This design comes from an exercise in tuning for small area on the open sky130 flow, not from production work.
Function was checked by simulation only, so behaviour that the tests miss may differ from the original.

## old
## avg_median
module avg_median (
    input wire Clk,
    input wire Reset,
    input wire signed [15:0] InputA,
    output wire signed [15:0] OutputA,
    output wire signed [15:0] OutputB
);
export LEC_CHECK = 0
export CAP_MARGIN = 20
export CORE_MARGIN = 2
export CORE_UTILIZATION = 45
export SLEW_MARGIN = 20
create_clock -name core_clock -period 8.0 [get_ports {Clk}]
run.sh (not shown) runs the stock make flow with config.mk's settings and CLKGATE_MAP_FILE= SYNTH_SCRIPT=/design/flow/synth_recipe.tcl, a recipe that flattens the netlist after the stock synthesis.
diff inputs: old => new
Settings: CTS_CLUSTER_DIAMETER now 100, previously not set; CTS_CLUSTER_SIZE now 32, previously not set; CORE_UTILIZATION now 85, was 45.
==> comparison <==
When new is set beside old, its weighted congestion reported at the end of routability-driven placement turns out to be 5.6% larger.
new vs. old: standard-cell row count went down; die extent in y went down; area of the mapped netlist did not really move; synthesized-area fraction occupied by ao, oa, aoi and oai cells did not really move; die boundary width went down.
The flow ended early for new: it failed with a tool error in detailed placement (3_5_place_dp).
Any difference in number of enable-type register cells in the synthesized netlist between new and old is small enough to ignore.
| post-synthesis adder-cell area fraction | old vs new | ≈ equal |
In the tables for old and new, effective utilization at floorplan reads lower with old.

Setup of build 90:
avg_median, a different RTL version from the one above (not shown whole).
Size: about 4600 cells after synthesis, roughly 4200 flip-flops, ~0.087 mm^2 of cells after synthesis.
Settings: LEC_CHECK=0, CAP_MARGIN=20, CORE_MARGIN=2, CORE_UTILIZATION=70, SLEW_MARGIN=20; clock period 8.0 ns.
standard.sh (not shown) runs the stock make flow with config.mk's settings and CLKGATE_MAP_FILE= SYNTH_SCRIPT=/design/flow/synth_recipe.tcl, a recipe that flattens the netlist after the stock synthesis.
==> flow/flow/run.sh <==
#!/bin/bash
# Standard layout, with extra ORFS make variables, one VAR=value per line in
# flow/make_vars.txt (for example the clock tree's CTS_ARGS).
set -euo pipefail
mapfile -t VARS < <(grep -v '^\s*$' flow/make_vars.txt)
bash standard.sh "${VARS[@]}" finish > make_finish.log 2>&1
==> flow/flow/make_vars.txt <==
CTS_ARGS=-sink_clustering_enable -repair_clock_nets -sink_clustering_max_diameter 35 -distance_between_buffers 60 -balance_levels -dont_use_dummy_load -sink_clustering_size 28
BUFFER_PORTS_ARGS=-buffer_cell sky130_fd_sc_hd__buf_1
In build 90 the implementation completed, yet the final layout does not meet the checks, the culprit being setup timing.
What build 82 does differently from build 90 at the input level:
- changing CORE_UTILIZATION from 70 to 75
==> flow/flow/make_vars.txt <==
CTS_ARGS=-sink_clustering_enable -repair_clock_nets -sink_clustering_max_diameter 50 -distance_between_buffers 60 -balance_levels -dont_use_dummy_load -sink_clustering_size 24 -buf_list {sky130_fd_sc_hd__clkbuf_16 sky130_fd_sc_hd__buf_12} -sink_clustering_buffer sky130_fd_sc_hd__buf_12 -tree_buf sky130_fd_sc_hd__clkbuf_16 -root_buf sky130_fd_sc_hd__clkbuf_16
BUFFER_PORTS_ARGS=-buffer_cell sky130_fd_sc_hd__buf_1
Notes after the runs:
Build 82 did not finish; the tool stopped in 4_1_cts with error DPL-0033. Height of the die ends up higher on build 90. Share of synthesized cell area in and, or, nand and nor gates: build 82 vs build 90 identical. From build 90 to build 82 the numbers moved as follows: estimated wirelength of the detail-placed design now sits higher, H-tree level count now sits lower. Looking at build 90 and build 82, the worst setup slack before clock tree synthesis is a wash. Build 82 -> build 90: area share of xor/xnor cells in the synthesized design delta 0, exact match. NOTE: post-CTS setup repair buffer count in build 82 falls short of that of build 90. From build 90 to build 82, async set or reset register ratio after synthesis did not move at all.
Input-level comparison between build 26 and build 82:
- changing CORE_UTILIZATION from 75 to 70
==> flow/flow/make_vars.txt <==
CTS_ARGS=-sink_clustering_enable -repair_clock_nets -sink_clustering_max_diameter 60 -distance_between_buffers 60 -balance_levels -dont_use_dummy_load -sink_clustering_size 28
BUFFER_PORTS_ARGS=-buffer_cell sky130_fd_sc_hd__buf_1
Notes after the runs:
Horizontal die dimension (build 26 over build 82): increase, 3.5%
Against build 82 as the reference, build 26 delivers a lower number of gates resized after CTS.
Between build 82 and build 26, the placement-stage worst setup slack does not differ in any meaningful way.
Complete run, failing final checks: build 26, reason setup timing.
Delta (build 26 minus build 82): cell area reported after detailed placement shows no meaningful change, post-CTS setup-driven buffer insertion count shows an increase of 24, number of sinks on the clock net shows no meaningful change, synthesized netlist cell count shows no meaningful change.
Setup changes, build 26 to build 28
- changing CORE_UTILIZATION from 70 to 75
Notes after the runs:
The higher die boundary height came out of build 26.
Looking at build 26 and build 28, the number of buffers added to fix hold violations after cts is a wash.
Between build 26 and build 28, the total of flip-flops plus latches after synthesis does not differ in any meaningful way.
Against build 26, build 28 comes in 4.9 points higher on starting density of the core.
Reported for build 26 and build 28, arithmetic-cell share of the synthesized area counting full adders, half adders and majority gates turned out identical to the last digit.
Of build 28 and build 26, it is build 28 that has the lower number of placed instances with taps included.
| buffers inserted during post-CTS setup optimization | lower: build 28 |
In the summary table, build 28 is marked failed, with error DPL-0033 raised in 4_1_cts.

[separate check: timing with driven ports]
Ports are ideal in the flow. The routed layouts listed here were re-timed in OpenROAD. Step 1: set_driving_cell puts a clkbuf_16 on Clk and a buf_2 on each other input, an assumption about the parent block. Step 2 moves the port delays by t, midway between the first and last clock arrival at a register: inputs arrive t later, outputs are due t later. That takes back most of the time a late clock gives input paths. a / b / c = ideal ports / drivers / drivers and shift; a / b = the first two.
run	shift t [ns]	setup slack, ns	worst hold slack (ns)	slew at the worst register clock pin (ns)
old	0.995	2.561 / 2.474 / 2.521	0.267 / 0.267 / 0.267	0.07 / 0.07
build 90	1.113	-2.122 / -2.122 / -2.122	0.262 / 0.262 / 0.262	0.12 / 0.12
build 26	0.995	-2.122 / -2.122 / -2.122	0.299 / 0.299 / 0.299	0.10 / 0.10
The setup slack of old, which loses most, moves by -0.087 ns with the drivers and by -0.040 ns with both steps.
